From an optimization exercise on the open Yosys and OpenROAD flow, aimed at small area; shortcuts taken in it are not production practice. In this exercise RTL edits were held to simulation tests only and were not proved equivalent to the original.

--- design/flow/run.sh ---
#!/bin/bash
# synth_recipe.tcl (not shown) runs the flow's synth.tcl, then flattens the netlist and writes it again
# the make line also repeats each setting of config.mk as NAME=value (left out here)
make -C /OpenROAD-flow-scripts/flow DESIGN_CONFIG=/design/flow/config.mk WORK_HOME=/design/flow/orfs CLKGATE_MAP_FILE= SYNTH_SCRIPT=/design/flow/synth_recipe.tcl finish
--- design/flow/config.mk ---
export PLATFORM = sky130hd
export DESIGN_NAME = cic_decimator
export DESIGN_NICKNAME = cic_decimator
export VERILOG_FILES = /design/flow/design.v
export SDC_FILE = /design/flow/constraint.sdc
export NUM_CORES = 8
export LEC_CHECK = 0
export CAP_MARGIN = 20
export CORE_MARGIN = 2
export CORE_UTILIZATION = 40
export SLEW_MARGIN = 20
--- design/flow/constraint.sdc ---
create_clock -name core_clock -period 7.5 [get_ports {i_clock}]
set_input_delay 1.5000 -clock core_clock [delete_from_list [all_inputs] [get_ports {i_clock}]]
set_output_delay 1.5000 -clock core_clock [all_outputs]
set_load 0.01 [all_outputs]
--- design/flow/design.v ---
`timescale 10ps / 10ps
`default_nettype none
module cic_decim_integrator #(
    parameter integer WIDTH = 16
) (
    input  wire logic [WIDTH-1:0] i_inph_data,
    input  wire logic [WIDTH-1:0] i_quad_data,
    input  wire logic             i_valid,
    output      logic [WIDTH-1:0] o_inph_data,
    output      logic [WIDTH-1:0] o_quad_data,
    output      logic             o_valid,
    input  wire logic             i_clock,
    input  wire logic             i_reset
);
logic [WIDTH-1:0] inph_accum;
logic [WIDTH-1:0] quad_accum;
always @(posedge i_clock) begin
    if (i_reset == 1'b1) begin
        inph_accum <= '0;
        quad_accum <= '0;
    end else if (i_valid == 1'b1) begin
        inph_accum <= inph_accum + i_inph_data;
        quad_accum <= quad_accum + i_quad_data;
    end
    o_valid <= i_valid;
end
assign o_inph_data = inph_accum;
assign o_quad_data = quad_accum;
endmodule
`default_nettype wire
`timescale 10ps / 10ps
`default_nettype none
module cic_decim_comb #(
    parameter integer WIDTH = 16,
    parameter integer DELAY = 2
) (
    input  wire logic [WIDTH-1:0] i_inph_data,
    input  wire logic [WIDTH-1:0] i_quad_data,
    input  wire logic             i_valid,
    output      logic [WIDTH-1:0] o_inph_data,
    output      logic [WIDTH-1:0] o_quad_data,
    output      logic             o_valid,
    input  wire logic             i_clock,
    input  wire logic             i_reset
);
logic [DELAY*WIDTH-1:0] inph_delays;
logic [DELAY*WIDTH-1:0] quad_delays;
generate
if (DELAY == 1) begin
    always @(posedge i_clock) begin
        if (i_reset == 1'b1) begin
            inph_delays <= { (DELAY*WIDTH){1'b0} };
            quad_delays <= { (DELAY*WIDTH){1'b0} };
            o_inph_data <= { (WIDTH){1'b0} };
            o_quad_data <= { (WIDTH){1'b0} };
        end else if (i_valid == 1'b1) begin
            inph_delays <= i_inph_data;
            quad_delays <= i_quad_data;
            o_inph_data <= i_inph_data - inph_delays;
            o_quad_data <= i_quad_data - quad_delays;
        end
        o_valid <= i_valid;
    end
end
if (DELAY > 1) begin
    always @(posedge i_clock) begin
        if (i_reset == 1'b1) begin
            inph_delays <= { (DELAY*WIDTH){1'b0} };
            quad_delays <= { (DELAY*WIDTH){1'b0} };
            o_inph_data <= { (WIDTH){1'b0} };
            o_quad_data <= { (WIDTH){1'b0} };
        end else if (i_valid == 1'b1) begin
            inph_delays[WIDTH-1:0] <= i_inph_data;
            quad_delays[WIDTH-1:0] <= i_quad_data;
            for (integer d = 1; d < DELAY; d++) begin
                inph_delays[(d+1)*WIDTH-1-:WIDTH] <= inph_delays[d*WIDTH-1-:WIDTH];
                quad_delays[(d+1)*WIDTH-1-:WIDTH] <= quad_delays[d*WIDTH-1-:WIDTH];
            end
            o_inph_data <= i_inph_data - inph_delays[DELAY*WIDTH-1-:WIDTH];
            o_quad_data <= i_quad_data - quad_delays[DELAY*WIDTH-1-:WIDTH];
        end
        o_valid <= i_valid;
    end
end
endgenerate
endmodule
`default_nettype wire
`timescale 10ps / 10ps
`default_nettype none
module cic_decim_stages #(
    parameter integer WIDTH = 16,
    parameter integer FACTOR = 313,
    parameter integer DELAY = 2,
    parameter integer STAGES = 5
) (
    input  wire logic [WIDTH-1:0] i_inph_data,
    input  wire logic [WIDTH-1:0] i_quad_data,
    input  wire logic             i_valid,
    output      logic [WIDTH-1:0] o_inph_data,
    output      logic [WIDTH-1:0] o_quad_data,
    output      logic             o_valid,
    input  wire logic             i_clock,
    input  wire logic             i_reset
);
wire [(STAGES+1)*WIDTH-1:0] inph_integ_data;
wire [(STAGES+1)*WIDTH-1:0] quad_integ_data;
wire [STAGES:0]             integ_valids;
logic [WIDTH-1:0] sample_inph;
logic [WIDTH-1:0] sample_quad;
logic             sample_valid;
genvar stage;
generate
assign inph_integ_data[WIDTH-1:0] = i_inph_data;
assign quad_integ_data[WIDTH-1:0] = i_quad_data;
assign integ_valids[0] = i_valid;
for(stage = 0; stage < STAGES; stage++) begin
    cic_decim_integrator #(
        .WIDTH(WIDTH))
    cic_integrator_inst (
        .i_inph_data(inph_integ_data[(stage+1)*WIDTH-1-:WIDTH]),
        .i_quad_data(quad_integ_data[(stage+1)*WIDTH-1-:WIDTH]),
        .i_valid    (integ_valids[stage]                      ),
        .o_inph_data(inph_integ_data[(stage+2)*WIDTH-1-:WIDTH]),
        .o_quad_data(quad_integ_data[(stage+2)*WIDTH-1-:WIDTH]),
        .o_valid    (integ_valids[stage+1]                    ),
        .i_clock    (i_clock                                  ),
        .i_reset    (i_reset                                  ));
end
endgenerate
logic [$clog2(FACTOR)-1:0] upsample_counter;
always_ff @(posedge i_clock) begin
    if(i_reset == 1'b1) begin
        upsample_counter <= '0;
        sample_inph <= '0;
        sample_quad <= '0;
        sample_valid <= 1'b0;
    end else begin
        if (integ_valids[STAGES] == 1'b1) begin
            if (upsample_counter == FACTOR-1) begin
                upsample_counter <= '0;
                sample_inph <= inph_integ_data[(STAGES+1)*WIDTH-1-:WIDTH];
                sample_quad <= quad_integ_data[(STAGES+1)*WIDTH-1-:WIDTH];
                sample_valid <= 1'b1;
            end else begin
                upsample_counter <= upsample_counter + 1;
                sample_valid <= 1'b0;
            end
        end else begin
            sample_valid <= 1'b0;
        end
    end
end
wire [(STAGES+1)*WIDTH-1:0] inph_comb_data;
wire [(STAGES+1)*WIDTH-1:0] quad_comb_data;
wire [STAGES:0]             comb_valids;
generate
assign inph_comb_data[WIDTH-1:0] = sample_inph;
assign quad_comb_data[WIDTH-1:0] = sample_quad;
assign comb_valids[0] = sample_valid;
for(stage = 0; stage < STAGES; stage++) begin
    cic_decim_comb #(
        .WIDTH(WIDTH),
        .DELAY(DELAY))
    cic_comb_inst (
        .i_inph_data(inph_comb_data[(stage+1)*WIDTH-1-:WIDTH]),
        .i_quad_data(quad_comb_data[(stage+1)*WIDTH-1-:WIDTH]),
        .i_valid    (comb_valids[stage]                    ),
        .o_inph_data(inph_comb_data[(stage+2)*WIDTH-1-:WIDTH]),
        .o_quad_data(quad_comb_data[(stage+2)*WIDTH-1-:WIDTH]),
        .o_valid    (comb_valids[stage+1]                    ),
        .i_clock    (i_clock                                 ),
        .i_reset    (i_reset                                 ));
end
endgenerate
assign o_inph_data = inph_comb_data[(STAGES+1)*WIDTH-1-:WIDTH];
assign o_quad_data = quad_comb_data[(STAGES+1)*WIDTH-1-:WIDTH];
assign o_valid = comb_valids[STAGES];
endmodule
`default_nettype wire
`timescale 10ps / 10ps
`default_nettype none
module cic_decim_compfir #(
    parameter integer WIDTH = 16
) (
    input  wire logic [WIDTH-1:0] i_inph,
    input  wire logic [WIDTH-1:0] i_quad,
    input  wire logic             i_valid,
    output      logic             o_ready,
    output      logic [WIDTH-1:0] o_inph,
    output      logic [WIDTH-1:0] o_quad,
    output      logic             o_inph_pos_oflow,
    output      logic             o_inph_neg_oflow,
    output      logic             o_quad_pos_oflow,
    output      logic             o_quad_neg_oflow,
    output      logic             o_valid,
    input  wire logic             i_clock,
    input  wire logic             i_reset
);
localparam integer F_HALF_ORDER = 16;
logic [$clog2(F_HALF_ORDER)-1:0] ready_count;
logic                                    accum_start;
logic                                    accum_finish;
always_ff @(posedge i_clock) begin
    if (i_reset == 1'b1) begin
        ready_count <= { $clog2(F_HALF_ORDER){ 1'b0 } };
        o_ready <= 1'b0;
        accum_start <= 1'b0;
        accum_finish <= 1'b0;
    end else if ((i_valid & o_ready) == 1'b1) begin
        ready_count <= F_HALF_ORDER-1;
        o_ready <= 1'b0;
        accum_start <= 1'b1;
        accum_finish <= 1'b0;
    end else if (ready_count > 0) begin
        ready_count <= ready_count - 1;
        o_ready <= ready_count == { { ($clog2(F_HALF_ORDER)-1){ 1'b0 } }, 1'b1 };
        accum_start <= 1'b0;
        accum_finish <= ready_count == { { ($clog2(F_HALF_ORDER)-1){ 1'b0 } }, 1'b1 };
    end else begin
        accum_finish <= 1'b0;
        o_ready <= ready_count == { { $clog2(F_HALF_ORDER){ 1'b0 } } };
    end
end
logic signed [17:0] inph_coeff_entry_reg0;
logic signed [17:0] quad_coeff_entry_reg0;
logic signed [17:0] coeff_entry_reg0;
logic               accum_start_reg0;
logic               accum_finish_reg0;
always_ff @ (posedge i_clock) begin
    case (ready_count)
    15: begin
        coeff_entry_reg0 <= 18'sb000000000010100011;
    end
    14: begin
        coeff_entry_reg0 <= 18'sb111111110110001011;
    end
    13: begin
        coeff_entry_reg0 <= 18'sb111111111100100001;
    end
    12: begin
        coeff_entry_reg0 <= 18'sb000000100110001111;
    end
    11: begin
        coeff_entry_reg0 <= 18'sb111111010111111100;
    end
    10: begin
        coeff_entry_reg0 <= 18'sb111111001101101010;
    end
    9: begin
        coeff_entry_reg0 <= 18'sb000010011001101100;
    end
    8: begin
        coeff_entry_reg0 <= 18'sb111110111110010111;
    end
    7: begin
        coeff_entry_reg0 <= 18'sb111100010001101010;
    end
    6: begin
        coeff_entry_reg0 <= 18'sb000101110110110110;
    end
    5: begin
        coeff_entry_reg0 <= 18'sb000000110101100011;
    end
    4: begin
        coeff_entry_reg0 <= 18'sb110101000011010110;
    end
    3: begin
        coeff_entry_reg0 <= 18'sb001000100100010111;
    end
    2: begin
        coeff_entry_reg0 <= 18'sb001010011011110000;
    end
    1: begin
        coeff_entry_reg0 <= 18'sb101010100011100100;
    end
    default: begin
        coeff_entry_reg0 <= 18'sb111110000001110101;
    end
    endcase
    accum_start_reg0 <= accum_start;
    accum_finish_reg0 <= accum_finish;
end
assign inph_coeff_entry_reg0 = coeff_entry_reg0;
assign quad_coeff_entry_reg0 = coeff_entry_reg0;
localparam integer F_LENGTH = 2 * F_HALF_ORDER + 1;
logic signed [F_LENGTH*WIDTH-1:0] inph_tdl;
logic signed [F_LENGTH*WIDTH-1:0] quad_tdl;
logic signed [WIDTH-1:0]          lhs_inph_reg0;
logic signed [WIDTH-1:0]          lhs_quad_reg0;
logic signed [WIDTH-1:0]          rhs_inph_reg0;
logic signed [WIDTH-1:0]          rhs_quad_reg0;
logic signed [WIDTH-1:0]          mid_inph_reg0;
logic signed [WIDTH-1:0]          mid_quad_reg0;
always_ff @(posedge i_clock) begin
    if (i_reset == 1'b1) begin
        inph_tdl <= { (F_LENGTH*WIDTH){ 1'b0 } };
        quad_tdl <= { (F_LENGTH*WIDTH){ 1'b0 } };
    end else if ((i_valid & o_ready) == 1'b1) begin
        inph_tdl[WIDTH-1-:WIDTH] <= i_inph;
        quad_tdl[WIDTH-1-:WIDTH] <= i_quad;
        for(integer TDL_IDX = 1; TDL_IDX < F_LENGTH; TDL_IDX++) begin
            inph_tdl[(TDL_IDX+1)*WIDTH-1-:WIDTH] <= inph_tdl[TDL_IDX*WIDTH-1-:WIDTH];
            quad_tdl[(TDL_IDX+1)*WIDTH-1-:WIDTH] <= quad_tdl[TDL_IDX*WIDTH-1-:WIDTH];
        end
        mid_inph_reg0 <= inph_tdl[(F_HALF_ORDER)*WIDTH-1-:WIDTH];
        mid_quad_reg0 <= quad_tdl[(F_HALF_ORDER)*WIDTH-1-:WIDTH];
    end
    case (ready_count)
    15: begin
        lhs_inph_reg0 <= inph_tdl[(0+1)*WIDTH-1-:WIDTH];
        lhs_quad_reg0 <= quad_tdl[(0+1)*WIDTH-1-:WIDTH];
        rhs_inph_reg0 <= inph_tdl[(32+1)*WIDTH-1-:WIDTH];
        rhs_quad_reg0 <= quad_tdl[(32+1)*WIDTH-1-:WIDTH];
    end
    14: begin
        lhs_inph_reg0 <= inph_tdl[(1+1)*WIDTH-1-:WIDTH];
        lhs_quad_reg0 <= quad_tdl[(1+1)*WIDTH-1-:WIDTH];
        rhs_inph_reg0 <= inph_tdl[(31+1)*WIDTH-1-:WIDTH];
        rhs_quad_reg0 <= quad_tdl[(31+1)*WIDTH-1-:WIDTH];
    end
    13: begin
        lhs_inph_reg0 <= inph_tdl[(2+1)*WIDTH-1-:WIDTH];
        lhs_quad_reg0 <= quad_tdl[(2+1)*WIDTH-1-:WIDTH];
        rhs_inph_reg0 <= inph_tdl[(30+1)*WIDTH-1-:WIDTH];
        rhs_quad_reg0 <= quad_tdl[(30+1)*WIDTH-1-:WIDTH];
    end
    12: begin
        lhs_inph_reg0 <= inph_tdl[(3+1)*WIDTH-1-:WIDTH];
        lhs_quad_reg0 <= quad_tdl[(3+1)*WIDTH-1-:WIDTH];
        rhs_inph_reg0 <= inph_tdl[(29+1)*WIDTH-1-:WIDTH];
        rhs_quad_reg0 <= quad_tdl[(29+1)*WIDTH-1-:WIDTH];
    end
    11: begin
        lhs_inph_reg0 <= inph_tdl[(4+1)*WIDTH-1-:WIDTH];
        lhs_quad_reg0 <= quad_tdl[(4+1)*WIDTH-1-:WIDTH];
        rhs_inph_reg0 <= inph_tdl[(28+1)*WIDTH-1-:WIDTH];
        rhs_quad_reg0 <= quad_tdl[(28+1)*WIDTH-1-:WIDTH];
    end
    10: begin
        lhs_inph_reg0 <= inph_tdl[(5+1)*WIDTH-1-:WIDTH];
        lhs_quad_reg0 <= quad_tdl[(5+1)*WIDTH-1-:WIDTH];
        rhs_inph_reg0 <= inph_tdl[(27+1)*WIDTH-1-:WIDTH];
        rhs_quad_reg0 <= quad_tdl[(27+1)*WIDTH-1-:WIDTH];
    end
    9: begin
        lhs_inph_reg0 <= inph_tdl[(6+1)*WIDTH-1-:WIDTH];
        lhs_quad_reg0 <= quad_tdl[(6+1)*WIDTH-1-:WIDTH];
        rhs_inph_reg0 <= inph_tdl[(26+1)*WIDTH-1-:WIDTH];
        rhs_quad_reg0 <= quad_tdl[(26+1)*WIDTH-1-:WIDTH];
    end
    8: begin
        lhs_inph_reg0 <= inph_tdl[(7+1)*WIDTH-1-:WIDTH];
        lhs_quad_reg0 <= quad_tdl[(7+1)*WIDTH-1-:WIDTH];
        rhs_inph_reg0 <= inph_tdl[(25+1)*WIDTH-1-:WIDTH];
        rhs_quad_reg0 <= quad_tdl[(25+1)*WIDTH-1-:WIDTH];
    end
    7: begin
        lhs_inph_reg0 <= inph_tdl[(8+1)*WIDTH-1-:WIDTH];
        lhs_quad_reg0 <= quad_tdl[(8+1)*WIDTH-1-:WIDTH];
        rhs_inph_reg0 <= inph_tdl[(24+1)*WIDTH-1-:WIDTH];
        rhs_quad_reg0 <= quad_tdl[(24+1)*WIDTH-1-:WIDTH];
    end
    6: begin
        lhs_inph_reg0 <= inph_tdl[(9+1)*WIDTH-1-:WIDTH];
        lhs_quad_reg0 <= quad_tdl[(9+1)*WIDTH-1-:WIDTH];
        rhs_inph_reg0 <= inph_tdl[(23+1)*WIDTH-1-:WIDTH];
        rhs_quad_reg0 <= quad_tdl[(23+1)*WIDTH-1-:WIDTH];
    end
    5: begin
        lhs_inph_reg0 <= inph_tdl[(10+1)*WIDTH-1-:WIDTH];
        lhs_quad_reg0 <= quad_tdl[(10+1)*WIDTH-1-:WIDTH];
        rhs_inph_reg0 <= inph_tdl[(22+1)*WIDTH-1-:WIDTH];
        rhs_quad_reg0 <= quad_tdl[(22+1)*WIDTH-1-:WIDTH];
    end
    4: begin
        lhs_inph_reg0 <= inph_tdl[(11+1)*WIDTH-1-:WIDTH];
        lhs_quad_reg0 <= quad_tdl[(11+1)*WIDTH-1-:WIDTH];
        rhs_inph_reg0 <= inph_tdl[(21+1)*WIDTH-1-:WIDTH];
        rhs_quad_reg0 <= quad_tdl[(21+1)*WIDTH-1-:WIDTH];
    end
    3: begin
        lhs_inph_reg0 <= inph_tdl[(12+1)*WIDTH-1-:WIDTH];
        lhs_quad_reg0 <= quad_tdl[(12+1)*WIDTH-1-:WIDTH];
        rhs_inph_reg0 <= inph_tdl[(20+1)*WIDTH-1-:WIDTH];
        rhs_quad_reg0 <= quad_tdl[(20+1)*WIDTH-1-:WIDTH];
    end
    2: begin
        lhs_inph_reg0 <= inph_tdl[(13+1)*WIDTH-1-:WIDTH];
        lhs_quad_reg0 <= quad_tdl[(13+1)*WIDTH-1-:WIDTH];
        rhs_inph_reg0 <= inph_tdl[(19+1)*WIDTH-1-:WIDTH];
        rhs_quad_reg0 <= quad_tdl[(19+1)*WIDTH-1-:WIDTH];
    end
    1: begin
        lhs_inph_reg0 <= inph_tdl[(14+1)*WIDTH-1-:WIDTH];
        lhs_quad_reg0 <= quad_tdl[(14+1)*WIDTH-1-:WIDTH];
        rhs_inph_reg0 <= inph_tdl[(18+1)*WIDTH-1-:WIDTH];
        rhs_quad_reg0 <= quad_tdl[(18+1)*WIDTH-1-:WIDTH];
    end
    0: begin
        lhs_inph_reg0 <= inph_tdl[(15+1)*WIDTH-1-:WIDTH];
        lhs_quad_reg0 <= quad_tdl[(15+1)*WIDTH-1-:WIDTH];
        rhs_inph_reg0 <= inph_tdl[(17+1)*WIDTH-1-:WIDTH];
        rhs_quad_reg0 <= quad_tdl[(17+1)*WIDTH-1-:WIDTH];
    end
    endcase
end
logic signed [WIDTH:0]   inph_preadder_reg1;
logic signed [WIDTH:0]   quad_preadder_reg1;
logic signed [17:0]      inph_coeff_entry_reg1;
logic signed [17:0]      quad_coeff_entry_reg1;
logic signed [WIDTH-1:0] mid_inph_reg1;
logic signed [WIDTH-1:0] mid_quad_reg1;
logic                    accum_start_reg1;
logic                    accum_finish_reg1;
always_ff @(posedge i_clock) begin
    inph_preadder_reg1 <= { lhs_inph_reg0[WIDTH-1], lhs_inph_reg0 } + { rhs_inph_reg0[WIDTH-1], rhs_inph_reg0 };
    quad_preadder_reg1 <= { lhs_quad_reg0[WIDTH-1], lhs_quad_reg0 } + { rhs_quad_reg0[WIDTH-1], rhs_quad_reg0 };
    inph_coeff_entry_reg1 <= inph_coeff_entry_reg0;
    quad_coeff_entry_reg1 <= quad_coeff_entry_reg0;
    accum_start_reg1 <= accum_start_reg0;
    accum_finish_reg1 <= accum_finish_reg0;
    if (accum_finish_reg0 == 1'b1) begin
        mid_inph_reg1 <= mid_inph_reg0;
        mid_quad_reg1 <= mid_quad_reg0;
    end
end
logic signed [WIDTH+18:0] inph_product_reg2;
logic signed [WIDTH+18:0] quad_product_reg2;
logic                     accum_start_reg2;
logic                     accum_finish_reg2;
always_ff @(posedge i_clock) begin
    inph_product_reg2 <= $signed(inph_preadder_reg1) * $signed(inph_coeff_entry_reg1);
    quad_product_reg2 <= $signed(quad_preadder_reg1) * $signed(quad_coeff_entry_reg1);
    accum_start_reg2 <= accum_start_reg1;
    accum_finish_reg2 <= accum_finish_reg1;
end
localparam integer MAX_FILTER_GAIN = 20;
logic signed [WIDTH+18+MAX_FILTER_GAIN:0] inph_accum_reg3;
logic signed [WIDTH+18+MAX_FILTER_GAIN:0] quad_accum_reg3;
logic                                     accum_finish_reg3;
always_ff @(posedge i_clock) begin
    if (accum_start_reg2 == 1'b1) begin
        inph_accum_reg3 <= inph_product_reg2;
        quad_accum_reg3 <= quad_product_reg2;
    end else begin
        inph_accum_reg3 <= inph_product_reg2 + inph_accum_reg3;
        quad_accum_reg3 <= quad_product_reg2 + quad_accum_reg3;
    end
    accum_finish_reg3 <= accum_finish_reg2;
end
logic signed [WIDTH+18+MAX_FILTER_GAIN:0] inph_result_reg4;
logic signed [WIDTH+18+MAX_FILTER_GAIN:0] quad_result_reg4;
logic                                     valid_reg4;
always_ff @(posedge i_clock) begin
    if (accum_finish_reg3 == 1'b1) begin
        inph_result_reg4 <= inph_accum_reg3 + {
            { (MAX_FILTER_GAIN + 3){ mid_inph_reg1[WIDTH-1] } },
            mid_inph_reg1,
            17'b0
        };
        quad_result_reg4 <= quad_accum_reg3 + {
            { (MAX_FILTER_GAIN + 3){ mid_quad_reg1[WIDTH-1] } },
            mid_quad_reg1,
            17'b0
        };
    end
    if (i_reset == 1'b1) begin
        valid_reg4 <= 1'b0;
    end else begin
        valid_reg4 <= accum_finish_reg3;
    end
end
localparam integer LOG2_DC_GAIN = 15;
logic signed [WIDTH+18+MAX_FILTER_GAIN-LOG2_DC_GAIN+1:0] inph_rounded_result_reg5;
logic signed [WIDTH+18+MAX_FILTER_GAIN-LOG2_DC_GAIN+1:0] quad_rounded_result_reg5;
logic                                                    valid_reg5;
always_ff @(posedge i_clock) begin
    if (inph_result_reg4[LOG2_DC_GAIN-1:0] == { 1'b1, { (LOG2_DC_GAIN-1){ 1'b0 } } }) begin
        if (inph_result_reg4[LOG2_DC_GAIN] == 1'b1) begin
            inph_rounded_result_reg5 <= {
                inph_result_reg4[WIDTH+18+MAX_FILTER_GAIN],
                inph_result_reg4[WIDTH+18+MAX_FILTER_GAIN:LOG2_DC_GAIN]
            };
        end else begin
            inph_rounded_result_reg5 <= {
                inph_result_reg4[WIDTH+18+MAX_FILTER_GAIN],
                inph_result_reg4[WIDTH+18+MAX_FILTER_GAIN:LOG2_DC_GAIN]
            } + 1'b1;
        end
    end else begin
        inph_rounded_result_reg5 <= {
            inph_result_reg4[WIDTH+18+MAX_FILTER_GAIN],
            inph_result_reg4[WIDTH+18+MAX_FILTER_GAIN:LOG2_DC_GAIN]
        } + inph_result_reg4[LOG2_DC_GAIN-1];
    end
    if (quad_result_reg4[LOG2_DC_GAIN-1:0] == { 1'b1, { (LOG2_DC_GAIN-1){ 1'b0 } } }) begin
        if (quad_result_reg4[LOG2_DC_GAIN] == 1'b1) begin
            quad_rounded_result_reg5 <= {
                quad_result_reg4[WIDTH+18+MAX_FILTER_GAIN],
                quad_result_reg4[WIDTH+18+MAX_FILTER_GAIN:LOG2_DC_GAIN]
            };
        end else begin
            quad_rounded_result_reg5 <= {
                quad_result_reg4[WIDTH+18+MAX_FILTER_GAIN],
                quad_result_reg4[WIDTH+18+MAX_FILTER_GAIN:LOG2_DC_GAIN]
            } + 1'b1;
        end
    end else begin
        quad_rounded_result_reg5 <= {
            quad_result_reg4[WIDTH+18+MAX_FILTER_GAIN],
            quad_result_reg4[WIDTH+18+MAX_FILTER_GAIN:LOG2_DC_GAIN]
        } + quad_result_reg4[LOG2_DC_GAIN-1];
    end
    if (i_reset == 1'b1) begin
        valid_reg5 <= 1'b0;
    end else begin
        valid_reg5 <= valid_reg4;
    end
end
always_ff @(posedge i_clock) begin
    if (i_reset == 1'b1) begin
        o_inph <= { WIDTH{1'b0} };
        o_quad <= { WIDTH{1'b0} };
        o_inph_pos_oflow <= 1'b0;
        o_inph_neg_oflow <= 1'b0;
        o_quad_pos_oflow <= 1'b0;
        o_quad_neg_oflow <= 1'b0;
        o_valid <= 1'b0;
    end else begin
        if (((&inph_rounded_result_reg5[WIDTH+18+MAX_FILTER_GAIN-16+1:WIDTH-1]) != 1'b1)
                && ((|inph_rounded_result_reg5[WIDTH+18+MAX_FILTER_GAIN-16+1:WIDTH-1]) != 1'b0)) begin
            if (inph_rounded_result_reg5[WIDTH+18+MAX_FILTER_GAIN-16+1] == 1'b0) begin
                o_inph_pos_oflow <= 1'b1;
                o_inph_neg_oflow <= 1'b0;
                o_inph <= { 1'b0, { (WIDTH-1){ 1'b1 } } };
            end else begin
                o_inph_pos_oflow <= 1'b0;
                o_inph_neg_oflow <= 1'b1;
                o_inph <= { 1'b1, { (WIDTH-1){ 1'b0 } } };
            end
        end else begin
            o_inph_pos_oflow <= 1'b0;
            o_inph_neg_oflow <= 1'b0;
            o_inph <= inph_rounded_result_reg5[WIDTH-1:0];
        end
        if (((&quad_rounded_result_reg5[WIDTH+18+MAX_FILTER_GAIN-16+1:WIDTH-1]) != 1'b1)
                && ((|quad_rounded_result_reg5[WIDTH+18+MAX_FILTER_GAIN-16+1:WIDTH-1]) != 1'b0)) begin
            if (quad_rounded_result_reg5[WIDTH+18+MAX_FILTER_GAIN-16+1] == 1'b0) begin
                o_quad_pos_oflow <= 1'b1;
                o_quad_neg_oflow <= 1'b0;
                o_quad <= { 1'b0, { (WIDTH-1){ 1'b1 } } };
            end else begin
                o_quad_pos_oflow <= 1'b0;
                o_quad_neg_oflow <= 1'b1;
                o_quad <= { 1'b1, { (WIDTH-1){ 1'b0 } } };
            end
        end else begin
            o_quad_pos_oflow <= 1'b0;
            o_quad_neg_oflow <= 1'b0;
            o_quad <= quad_rounded_result_reg5[WIDTH-1:0];
        end
        o_valid <= valid_reg5;
    end
end
endmodule
`default_nettype wire
`timescale 10ps / 10ps
`default_nettype none
module cic_decimator #(
    parameter integer WIDTH = 16
) (
    input  wire logic [WIDTH-1:0] i_inph,
    input  wire logic [WIDTH-1:0] i_quad,
    input  wire logic             i_valid,
    output      logic             o_ready,
    output      logic [WIDTH-1:0] o_inph,
    output      logic [WIDTH-1:0] o_quad,
    output      logic             o_valid,
    output      logic             o_inph_pos_oflow,
    output      logic             o_inph_neg_oflow,
    output      logic             o_quad_pos_oflow,
    output      logic             o_quad_neg_oflow,
    output      logic             o_cic_inph_pos_oflow,
    output      logic             o_cic_inph_neg_oflow,
    output      logic             o_cic_quad_pos_oflow,
    output      logic             o_cic_quad_neg_oflow,
    input  wire logic             i_clock,
    input  wire logic             i_reset
);
assign o_ready = 1'b1;
logic [50+WIDTH-1:0] cic_inph;
logic [50+WIDTH-1:0] cic_quad;
logic [50+WIDTH-1:0] comp_inph;
logic [50+WIDTH-1:0] comp_quad;
logic                comp_valid;
assign cic_inph = { { 50{ i_inph[WIDTH-1] } }, i_inph };
assign cic_quad = { { 50{ i_quad[WIDTH-1] } }, i_quad };
cic_decim_stages #(
    .FACTOR(       313),
    .DELAY (         2),
    .STAGES(         5),
    .WIDTH (WIDTH + 50))
cic_decim_stages_inst (
    .i_inph_data(cic_inph  ),
    .i_quad_data(cic_quad  ),
    .i_valid    (i_valid   ),
    .o_inph_data(comp_inph ),
    .o_quad_data(comp_quad ),
    .o_valid    (comp_valid),
    .i_clock    (i_clock   ),
    .i_reset    (i_reset   ));
logic [4+WIDTH-1:0] comp_rounded_inph;
logic [4+WIDTH-1:0] comp_rounded_quad;
logic               comp_rounded_valid;
always_ff @(posedge i_clock) begin
    if (i_reset == 1'b1) begin
        comp_rounded_valid <= 1'b0;
    end else begin
        comp_rounded_valid <= comp_valid;
    end
    comp_rounded_inph <= (comp_inph[WIDTH+50-1-:WIDTH+4+1] + 1'b1) >>> 1;
    comp_rounded_quad <= (comp_quad[WIDTH+50-1-:WIDTH+4+1] + 1'b1) >>> 1;
end
logic [WIDTH-1:0] comp_saturated_inph;
logic [WIDTH-1:0] comp_saturated_quad;
logic             comp_saturated_valid;
logic             comp_saturated_ready;
always_ff @(posedge i_clock) begin
    if (i_reset == 1'b1) begin
        comp_saturated_valid <= 1'b0;
    end else begin
        comp_saturated_valid <= comp_valid;
    end
    if (((&comp_rounded_inph[4+WIDTH-1:WIDTH-1]) != 1'b1)
            && ((|comp_rounded_inph[4+WIDTH-1:WIDTH-1]) != 1'b0)) begin
        if (comp_rounded_inph[4+WIDTH-1] == 1'b0) begin
            o_cic_inph_pos_oflow <= 1'b1;
            o_cic_inph_neg_oflow <= 1'b0;
            comp_saturated_inph <= { 1'b0, { (WIDTH-1){ 1'b1 } } };
        end else begin
            o_cic_inph_pos_oflow <= 1'b0;
            o_cic_inph_neg_oflow <= 1'b1;
            comp_saturated_inph <= { 1'b1, { (WIDTH-1){ 1'b0 } } };
        end
    end else begin
        o_cic_inph_pos_oflow <= 1'b0;
        o_cic_inph_neg_oflow <= 1'b0;
        comp_saturated_inph <= comp_rounded_inph[WIDTH-1:0];
    end
    if (((&comp_rounded_quad[4+WIDTH-1:WIDTH-1]) != 1'b1)
            && ((|comp_rounded_quad[4+WIDTH-1:WIDTH-1]) != 1'b0)) begin
        if (comp_rounded_quad[4+WIDTH-1] == 1'b0) begin
            o_cic_quad_pos_oflow <= 1'b1;
            o_cic_quad_neg_oflow <= 1'b0;
            comp_saturated_quad <= { 1'b0, { (WIDTH-1){ 1'b1 } } };
        end else begin
            o_cic_quad_pos_oflow <= 1'b0;
            o_cic_quad_neg_oflow <= 1'b1;
            comp_saturated_quad <= { 1'b1, { (WIDTH-1){ 1'b0 } } };
        end
    end else begin
        o_cic_quad_pos_oflow <= 1'b0;
        o_cic_quad_neg_oflow <= 1'b0;
        comp_saturated_quad <= comp_rounded_quad[WIDTH-1:0];
    end
end
cic_decim_compfir #(
    .WIDTH(WIDTH))
cic_decim_compfir_inst (
    .i_inph          (comp_saturated_inph ),
    .i_quad          (comp_saturated_quad ),
    .i_valid         (comp_saturated_valid),
    .o_ready         (comp_saturated_ready),
    .o_inph          (o_inph              ),
    .o_quad          (o_quad              ),
    .o_inph_pos_oflow(o_inph_pos_oflow    ),
    .o_inph_neg_oflow(o_inph_neg_oflow    ),
    .o_quad_pos_oflow(o_quad_pos_oflow    ),
    .o_quad_neg_oflow(o_quad_neg_oflow    ),
    .o_valid         (o_valid             ),
    .i_clock         (i_clock             ),
    .i_reset         (i_reset             ));
endmodule
`default_nettype wire
==> summary.md <==
| Metric | Value |
|---|---|
| Status | timing/DRC/antenna clean |
| Predominant post-synthesis flop cell | dfxtp_1 |
| Vias in the first global route | just under 200k |
| NumNets Final | about 32000 |
| WL per Instance | roughly 17 µm |
| Layout cells sized above 1 | 0.0445 |
| Area Growth Syn to Fin | 9.89% |
| Hold Path Origin | cic_decim_compfir_inst.coeff_entry_reg0[3]$_DFF_P_ |
| Worst-case reg-to-reg path depth | 22 |
| Final setup fails | 0 |
| Sequential-to-total area share from yosys stat | 0.352 |
| Die Span Y | 808 µm |
| GPL Wtd Cong | around 0.87 |
| Reg-to-reg endpoint | cic_decim_compfir_inst.inph_product_reg2[31]$_DFF_P_ |
| Most common cell in the netlist | dfxtp_1 |
| I/O pin count | 77 |
| Share of the clock period used by the worst path | 0.941 |
| Post-synth cell types | 130 |
| Hold EP | cic_decim_compfir_inst.inph_coeff_entry_reg1[3]$_DFF_P_ |
| Largest cells by area after synthesis | dfxtp_1 (33%), ha_1 (8.2%), mux2i_1 (7.9%), nand2_1 (5.8%), a21oi_1 (5.6%) |
| Final hold viol count | 0 |
| CP most frequent cell | fa_1 |
| Starting DRC count in detailed routing | 14200 |
| Crit path capture type | flop |
| Clk pin slew, worst setup/hold paths | 0.06 ns |
| Net count after synthesis | 32900 |
| Family with the most delay on the worst path | adder cells |
| Post-route ant nets | 0 |
| Fraction of registers with async set/reset | 0 |
| Critical path buffers and inverters | 3 |
| Initial Util | 0.401 |
| Die X | roughly 810 µm |
| First-pass GRT wire length | about 1100000 µm |
| CP required | around 8.5 ns |
| Latest clock arrival within the worst-skew pair | between 1 and 1.5 ns |
| Mapped Avg Cell Area | ~8.5 µm² |
| Hold Path Cell Cnt | 0 |
| Actual slew at the worst max-slew pin | roughly 1.3 ns |
| Placeable Area | roughly 640000 µm² |
| #FFs+latches synth | 4456 |
| Max_slew headroom | 0.105 |
| Cell row count | approximately 300 |
| Average via count per standard cell | ~5.3 |
| Maximum number of pins on one net before global-route repair | 240 |
| # port buffers | 75 |
| Warnings, synthesis | 5 |
| Crit Path Category | flop to flop |
| Total Wirelength | ~650000 µm |
| CTS tree | done |
| Pre-CTS WS | between 0.4 and 0.5 ns |
| Bufs on Longest Clock Path | 4 |
| Synth top area share | 0.332 |
| Post-Syn Area | 258000 µm² |
| Final total negative setup slack | 0 ns |
| Initial antenna violation count | 28 |
| Htree depth | 6 |
| Total track usage | 0.192 |
| Startpoint Class | flop |
| Cell taking the most area after synthesis | dfxtp_1 |
| Max Clk Rate | about 140 MHz |
| Inserted Clock Buffers | 522 |
| Unrepaired setup endpoints after global routing | no |
| Setup Skew | 0.0640 ns |
| Worst min path class | flop to flop |
| Critical path fanouts, max | 18 |
| Final Critical Period | ~7.1 ns |
| Max-slew violations | 0 |
| Residual DRC | 0 |
| PnR worst setup slack | approximately 0.45 ns |
| Die area | around 650000 µm² |
| # clock sinks | 4456 |
| Post-Syn Instances | around 31000 |
| Slowest-stage cell, CP | dfxtp_1 |
| Cell chain of the critical path | nand2_1, fa_1, fa_1, fa_1, inv_1, fa_1, fa_1, inv_1, fa_1, inv_1, ha_1, a21o_1, a21o_1, a21oi_1, o31ai_1, a21oi_1, o311a_1, a21oi_1, o311ai_0, nand2b_1, a21oi_1, xnor2_1 |
| Reg2reg start | cic_decim_compfir_inst.inph_preadder_reg1[2]$_DFF_P_ |
| Dpl hpwl | between 400000 and 500000 µm |
| Max incr delay on CP | approximately 0.9 ns |
| Flop2flop setup slack | approximately 0.45 ns |
| CP arrival | between 8 and 9 ns |
| Vias | about 210k |
| Fill cell count | around 64000 |
| Clock root buffer master | clkbuf_16 |
| Commonest cells in the netlist | dfxtp_1 (4282), nand2_1 (3972), nor2_1 (3282) |
| Max cap viols | 0 |
| Total grt overflow | 0 |
| Post-synth EDFFs | about 170 |
| Drt pass-1 iters | 9 |
worst max path at each step:
stage | slack [ns] | to | start | cells after the start
after floorplan | 1.08 | cic_decim_compfir_inst.quad_product_reg2[31]$_DFF_P_ | cic_decim_compfir_inst.quad_preadder_reg1[2]$_DFF_P_ | 24
after global placement | 0.30 | cic_decim_compfir_inst.quad_product_reg2[31]$_DFF_P_ | cic_decim_compfir_inst.quad_preadder_reg1[2]$_DFF_P_ | 24
after detailed placement | 0.41 | cic_decim_compfir_inst.quad_product_reg2[31]$_DFF_P_ | cic_decim_compfir_inst.quad_preadder_reg1[2]$_DFF_P_ | 24
after CTS | 0.32 | cic_decim_compfir_inst.quad_product_reg2[31]$_DFF_P_ | cic_decim_compfir_inst.quad_preadder_reg1[2]$_DFF_P_ | 24
after global routing | 0.01 | cic_decim_compfir_inst.quad_product_reg2[31]$_DFF_P_ | cic_decim_compfir_inst.inph_coeff_entry_reg1[12]$_DFF_P_ | 24
final | 0.45 | cic_decim_compfir_inst.inph_product_reg2[31]$_DFF_P_ | cic_decim_compfir_inst.inph_preadder_reg1[2]$_DFF_P_ | 22
cells in the final DEF, fill, tap and decap left out, types with 442 or more instances in the layout:
| master | n |
|---|---|
| o21ai_0 | 925 |
| ha_1 | 1702 |
| a21oi_1 | 2881 |
| nor2_1 | 3272 |
| a21o_1 | 1079 |
| fa_1 | 646 |
| dfxtp_1 | 4267 |
| xor2_1 | 527 |
| inv_1 | 1697 |
| mux2i_1 | 2044 |
| xnor2_1 | 929 |
| nand2_1 | 3971 |
| clkbuf_16 | 530 |
| nand3_1 | 442 |
metrics by stage:
stage	utilization	instances	area, µm²	hold slack [ns]
floorplan	-	30500	258000	0.310
global placement	0.413	37700	266000	0.311
detailed placement	0.413	37700	266000	0.312
CTS	0.441	38700	284000	0.324
global route	0.441	38700	284000	0.327
finish	0.441	38700	284000	0.325
cell type report:
cell class	count	area, µm²	area share
Tap cell	8613	10800	0.0379
Sequential cell	4456	91000	0.320
Multi-Input combinational cell	22700	155000	0.545
Inverter	1707	6410	0.0226
Antenna cell	12	30.0	0.000106
Timing Repair Buffer	291	2830	0.00997
Clock buffer	728	15000	0.0527
Clock inverter	210	3110	0.0110
timing repair:
| action | 4_1_cts | 5_1_grt |
|---|---|---|
| setup endpoints to repair | 0 | 4 |
| resized for setup | 0 | 1 |
| setup buffers | 0 | 0 |
| hold buffers | 0 | 0 |
kinds of logic after synthesis:
| group | after synthesis | synth area share |
|---|---|---|
| other cells | 1 | 0.0000145 |
| flops | 4456 | 0.352 |
| compound gates | 7104 | 0.174 |
| fa+ha+maj | 2348 | 0.132 |
| simple gates | 9709 | 0.163 |
| mux | 2064 | 0.0800 |
| xor+xnor | 1456 | 0.0493 |
| buf+inv | 3378 | 0.0492 |
layer usage:
metal / global-route usage / share of wire
met1: 0.262 / 0.47
met4: 0.0425 / 0.022
met5: 0 / 0.000095
met3: 0.0202 / 0.041
met2: 0.327 / 0.47
registers in the layout, summed over array words and instances, names as in the netlist, 40 cells and up:
register and flops:
cic_decim_compfir_inst.quad_tdl 528, cic_decim_compfir_inst.quad_result_reg4 55, cic_decim_stages_inst.genblk1.cic_integrator_inst.inph_accum 330, cic_decim_stages_inst.genblk2.cic_comb_inst.o_inph_data 285
cic_decim_compfir_inst.inph_rounded_result_reg5 40, cic_decim_stages_inst.genblk2.cic_comb_inst.quad_delays 660, cic_decim_compfir_inst.quad_rounded_result_reg5 40, cic_decim_compfir_inst.quad_accum_reg3 55
cic_decim_compfir_inst.inph_tdl 528, cic_decim_stages_inst.genblk1.cic_integrator_inst.quad_accum 330, cic_decim_stages_inst.sample_inph 66, cic_decim_compfir_inst.inph_result_reg4 55
cic_decim_stages_inst.genblk2.cic_comb_inst.inph_delays 660, cic_decim_stages_inst.genblk2.cic_comb_inst.o_quad_data 285, cic_decim_compfir_inst.inph_accum_reg3 55, cic_decim_stages_inst.sample_quad 66

separate check: timing with driven ports:
The flow's constraints put no driver on any port. The routed layout listed below was extracted and timed again, unchanged, in two steps. Step 1 assumes that a clkbuf_16 drives the clock port and a buf_2 every other input. Step 2 adds t to the input delays and takes it off the output delays; t is the mean of the earliest and latest rising clock arrival at the registers after step 1. Input paths then give back, and output paths get back, about the clock's delay inside the block. a / b / c = ideal ports / drivers / drivers and shift; a / b = the first two.
t (ns): 1.168
setup slack, ns: 0.445 / 0.445 / 0.445
worst hold slack (ns): 0.325 / 0.325 / 0.325
worst register clock-pin slew, ns: 0.07 / 0.07
After both steps setup and hold are still met in this run. The setup slack of this run moves by 0.000 ns with the drivers and by 0.000 ns with both steps.
